Background: an optimization exercise with open tools, aiming at small area, a short achievable clock period and few clock cycles. Do not read the settings as production practice. Where RTL was checked, it was by simulation tests only, not by an equivalence proof against the original.

## old
==> flow/design.v (excerpt) <==
module	div(i_clk, i_rst, i_wr, i_signed, i_numerator, i_denominator,
		o_busy, o_valid, o_err, o_quotient, o_flags);
	parameter		BW=32, LGBW = 5;
	input	wire		i_clk, i_rst;
	input	wire		i_wr, i_signed;
	input	wire [(BW-1):0]	i_numerator, i_denominator;
	output	wire		o_busy;
	output	reg		o_valid, o_err;
	output	reg [(BW-1):0]	o_quotient;
	output	wire	[3:0]	o_flags;
	reg			r_norm, r_iter, r_sign, r_c;
	reg	[(BW-1):0]	r_dividend, r_divisor;
	reg	[(LGBW-1):0]	r_cnt;
	wire		n_neg, d_neg;
	assign	n_neg = (i_signed)&&(i_numerator[BW-1]);
	assign	d_neg = (i_signed)&&(i_denominator[BW-1]);
	wire	[BW:0]	diff;
	assign	diff = { 1'b0, r_dividend } - { 1'b0, r_divisor };
	wire	ge;
	assign	ge = !diff[BW];
	wire	zero_divisor, early, last;
	assign	zero_divisor = (r_divisor == 0);
	assign	early = (!ge)||(zero_divisor);
	assign	last  = (r_cnt == 0);
	function [LGBW-1:0] clz;
		input	[BW-1:0]	v;
		integer			i;
		begin
			clz = 0;
			for(i=0; i<BW; i=i+1)
				if (v[i])
					clz = BW-1-i;
		end
	endfunction
	wire	[(LGBW-1):0]	shift, rot;
	assign	shift = clz(r_divisor) - clz(r_dividend);
	assign	rot = (r_norm) ? shift : {(LGBW){1'b1}};
	assign	o_busy = ((r_norm)&&(!early))||((r_iter)&&(!last));
	always @(posedge i_clk)
	if (i_rst)
	begin
		r_norm  <= 1'b0;
		r_iter  <= 1'b0;
		o_valid <= 1'b0;
	end else begin
		r_norm  <= i_wr;
		r_iter  <= ((r_norm)&&(!early))||((r_iter)&&(!last));
		o_valid <= ((r_norm)&&(early))||((r_iter)&&(last));
	end
	always @(posedge i_clk)
		o_err <= (r_norm)&&(zero_divisor);
	always @(posedge i_clk)
	if (i_wr)
		r_sign <= (n_neg)^(d_neg);
	always @(posedge i_clk)
	if (i_wr)
		r_dividend <= (n_neg) ? -i_numerator : i_numerator;
	else if ((ge)&&((r_iter)||((r_norm)&&(r_sign))))
		r_dividend <= diff[(BW-1):0];
	wire	[(2*BW-1):0]	rotated;
  ...
For scale: roughly 110 I/O pins, roughly 9800 µm² of cells after synthesis.
make LEC_CHECK=0 ABC_AREA=1 CAP_MARGIN=20 CORE_MARGIN=2 CORE_UTILIZATION=40 SLEW_MARGIN=20 finish   # period 5.0 ns
run.sh (not shown) runs the stock make flow with config.mk's settings and CLKGATE_MAP_FILE= SYNTH_SCRIPT=/design/flow/synth_recipe.tcl, a recipe that flattens the netlist after the stock synthesis.
old finished all stages; the layout is clean.
Testbench counts of old, summed over its fixed seeds: cycles 21,943.
> inputs changed (old -> new)
diff --git a/flow/config.mk b/flow/config.mk
--- a/flow/config.mk
+++ b/flow/config.mk
@@ -8 +7,0 @@
-export ABC_AREA = 1
@@ -11,0 +11 @@
+export SETUP_SLACK_MARGIN = 2.5
### Flow results
- Compared with old, in new pre-CTS setup slack decreased 0.11 ns, minimum period implied by the final worst setup slack decreased 0.081 ns, number of instances in the synthesized netlist decreased 25%, slew at the pin closest to its max-slew limit increased 0.53 ns, register area increased 1.1%.
- Well tap count was lower in the run labelled new.

div, a different RTL version from the one above (not shown whole).
Size: about 1,400 cells after synthesis, about 9700 sq um of cells after synthesis.
==> flow/config.mk <==
export PLATFORM = sky130hd
export DESIGN_NAME = div
export DESIGN_NICKNAME = div
export VERILOG_FILES = /design/flow/design.v
export SDC_FILE = /design/flow/constraint.sdc
export NUM_CORES = 4
export LEC_CHECK = 0
export ABC_AREA = 1
export CAP_MARGIN = 20
export CORE_MARGIN = 2
export CORE_UTILIZATION = 40
export SETUP_SLACK_MARGIN = 1.5
export SLEW_MARGIN = 20
==> flow/constraint.sdc <==
create_clock -name core_clock -period 5.0 [get_ports {i_clk}]
set_input_delay 1.0000 -clock core_clock [delete_from_list [all_inputs] [get_ports {i_clk}]]
set_output_delay 1.0000 -clock core_clock [all_outputs]
set_load 0.01 [all_outputs]
standard.sh (not shown) runs the stock make flow with config.mk's settings and CLKGATE_MAP_FILE= SYNTH_SCRIPT=/design/flow/synth_recipe.tcl, a recipe that flattens the netlist after the stock synthesis.
==> flow/flow/run.sh <==
#!/bin/bash
# Standard layout, with the smallest buffer on every input and output port.
set -euo pipefail
export BUFFER_PORTS_ARGS="-buffer_cell sky130_fd_sc_hd__buf_1"
bash standard.sh > standard.log 2>&1
Change:
- SETUP_SLACK_MARGIN: 1.5 -> 1.7
Result: The new run completed without violations. Setup slack gets better by 0.15 ns. Register-to-register slack gets better by 0.19 ns. Area after synthesis is unchanged. Sequential share of layout area shrinks by 0.74 points. Non-clock buffer count grows by 11. Critical path depth is unchanged. Die area is unchanged. First-iteration DRC count grows by 2.9%.
No functional check of the RTL was part of any run of this note.

== red ==
The RTL this note starts from:
==> flow/design.v <==
`default_nettype	none
module	div(i_clk, i_rst, i_wr, i_signed, i_numerator, i_denominator,
		o_busy, o_valid, o_err, o_quotient, o_flags);
	parameter		BW=32, LGBW = 5;
	input	wire		i_clk, i_rst;
	input	wire		i_wr, i_signed;
	input	wire [(BW-1):0]	i_numerator, i_denominator;
	output	wire		o_busy;
	output	reg		o_valid, o_err;
	output	wire [(BW-1):0]	o_quotient;
	output	wire	[3:0]	o_flags;
	reg			r_norm, r_iter, r_sign, r_nneg, r_dneg, r_c, r_zero;
	reg	[(BW-1):0]	r_dividend, r_divisor, r_quotient;
	reg	[(LGBW-1):0]	r_cnt, r_nlz;
	function [LGBW-1:0] clz;
		input	[BW-1:0]	v;
		integer			i;
		begin
			clz = BW-1;
			for(i=1; i<BW; i=i+1)
				if (v[i])
					clz = BW-1-i;
		end
	endfunction
	wire			n_neg, d_neg;
	wire	[(BW-1):0]	n_ones, d_ones;
	assign	n_neg = (i_signed)&&(i_numerator[BW-1]);
	assign	d_neg = (i_signed)&&(i_denominator[BW-1]);
	assign	n_ones = i_numerator ^ {(BW){n_neg}};
	assign	d_ones = i_denominator ^ {(BW){d_neg}};
	wire	[(BW-1):0]	n_lead;
	assign	n_lead = (n_neg) ? { n_ones[(BW-2):0], 1'b1 } : i_numerator;
	wire	[(LGBW-1):0]	shift;
	wire			n_small;
	assign	shift = r_cnt - r_nlz;
	assign	n_small = (r_nlz > r_cnt);
	wire	[(BW+1):0]	sum;
	wire	[(BW-1):0]	diff;
	wire			ge;
	assign	sum = { 1'b0, r_dividend, 1'b1 } + { 1'b0, ~r_divisor, !r_dneg };
	assign	diff = sum[BW:1];
	assign	ge = sum[BW+1];
	wire	zero_divisor, quick, early, last;
	assign	zero_divisor = (r_cnt == {(LGBW){1'b1}})&&(!r_divisor[0])
				&&(!r_dneg);
	assign	quick = (n_small)||(zero_divisor);
	assign	early = (quick)||(!ge);
	assign	last  = (r_cnt == 0);
	assign	o_busy = ((r_norm)&&(!quick))||((r_iter)&&(!last));
	wire	[(BW-1):0]	sh0, sh1, sh2, sh3, shifted;
	assign	sh0 = (shift[0]) ? { r_divisor[(BW-2):0], r_dneg } : r_divisor;
	assign	sh1 = (shift[1]) ? { sh0[(BW-3):0], {( 2){r_dneg}} } : sh0;
	assign	sh2 = (shift[2]) ? { sh1[(BW-5):0], {( 4){r_dneg}} } : sh1;
	assign	sh3 = (shift[3]) ? { sh2[(BW-9):0], {( 8){r_dneg}} } : sh2;
	assign	shifted = (shift[4]) ? { sh3[(BW-17):0], {(16){r_dneg}} } : sh3;
	always @(posedge i_clk)
	if (i_rst)
	begin
		r_norm  <= 1'b0;
		r_iter  <= 1'b0;
		o_valid <= 1'b0;
	end else begin
		r_norm  <= i_wr;
		r_iter  <= ((r_norm)&&(!early))||((r_iter)&&(!last));
		o_valid <= ((r_norm)&&(early))||((r_iter)&&(last));
	end
	always @(posedge i_clk)
		o_err <= (r_norm)&&(zero_divisor);
	always @(posedge i_clk)
	if (i_wr)
	begin
		r_sign <= (n_neg)^(d_neg);
		r_nneg <= n_neg;
		r_dneg <= d_neg;
		r_nlz  <= clz(n_lead);
	end
	always @(posedge i_clk)
	if (i_wr)
		r_dividend <= (n_neg) ? -i_numerator : i_numerator;
	else if ((ge)&&((r_iter)||((r_norm)&&(r_sign))))
		r_dividend <= diff;
	always @(posedge i_clk)
	if (i_wr)
		r_divisor <= d_ones;
	else if (r_norm)
		r_divisor <= shifted;
	else
		r_divisor <= r_divisor >> 1;
	always @(posedge i_clk)
	if (i_wr)
		r_cnt <= clz(d_ones);
	else if (r_norm)
		r_cnt <= shift[(LGBW-1):0];
	else
		r_cnt <= r_cnt - 1'b1;
	always @(posedge i_clk)
	if (r_norm)
		r_zero <= early;
	always @(posedge i_clk)
	if (r_norm)
		r_quotient <= {(BW){(r_sign)&&(!early)}};
	else
		r_quotient <= { r_quotient[(BW-2):0], (ge ^ r_sign) };
	assign	o_quotient = r_quotient;
	always @(posedge i_clk)
	if (r_norm)
		r_c <= (!r_sign)&&(r_nlz == {(LGBW){1'b1}})
				&&(!r_dividend[0])&&(!r_nneg);
	else if (r_iter)
		r_c <= (r_c)||((!r_sign)&&(diff == 0));
	assign o_flags = { 1'b0, o_quotient[BW-1], r_c, r_zero };
endmodule
Settings: LEC_CHECK=0, CAP_MARGIN=20, CORE_MARGIN=2, CORE_UTILIZATION=40, SETUP_SLACK_MARGIN=1.5, SLEW_MARGIN=20; clock period 5.0 ns.
Scripts as last shown in full above: flow/flow/run.sh
Testbench counts of red, summed over its fixed seeds: cycles 22,269.
[inputs] blue vs red
- changing SETUP_SLACK_MARGIN from 1.5 to 2.0
Notes after the runs:
Higher via count of the first global-routing pass was reported by blue, not red.

-- static timing again, ports no longer ideal --
The results above use ideal ports. As a check the final layouts listed here were re-extracted and re-timed, cells and wires unchanged. Step 1: set_driving_cell puts a clkbuf_16 on i_clk and a buf_2 on each other input, an assumption about the parent block. Step 2 adds t to the input delays and takes it off the output delays; t is the mean of the earliest and latest rising clock arrival at the registers after step 1. Input paths then give back, and output paths get back, about the clock's delay inside the block. Three values: ideal, step 1, step 2; two values: the first two.
run	shift t [ns]	setup WS [ns]	worst register clock-pin slew, ns
old	0.413	0.489 / 0.443 / 0.498	0.09 / 0.09
new	0.420	0.569 / 0.569 / 0.569	0.08 / 0.08
the first run of note 2	0.468	1.616 / 1.569 / 1.171	0.06 / 0.06
the second run of note 2	0.472	1.765 / 1.718 / 1.346	0.06 / 0.06
red	0.477	1.598 / 1.561 / 1.281	0.07 / 0.07
blue	0.477	1.599 / 1.599 / 1.482	0.07 / 0.07
After both steps setup and hold are still met in every run listed. For the first run of note 2, which loses most, drivers alone change the setup slack by -0.047 ns; drivers and shift together by -0.445 ns.
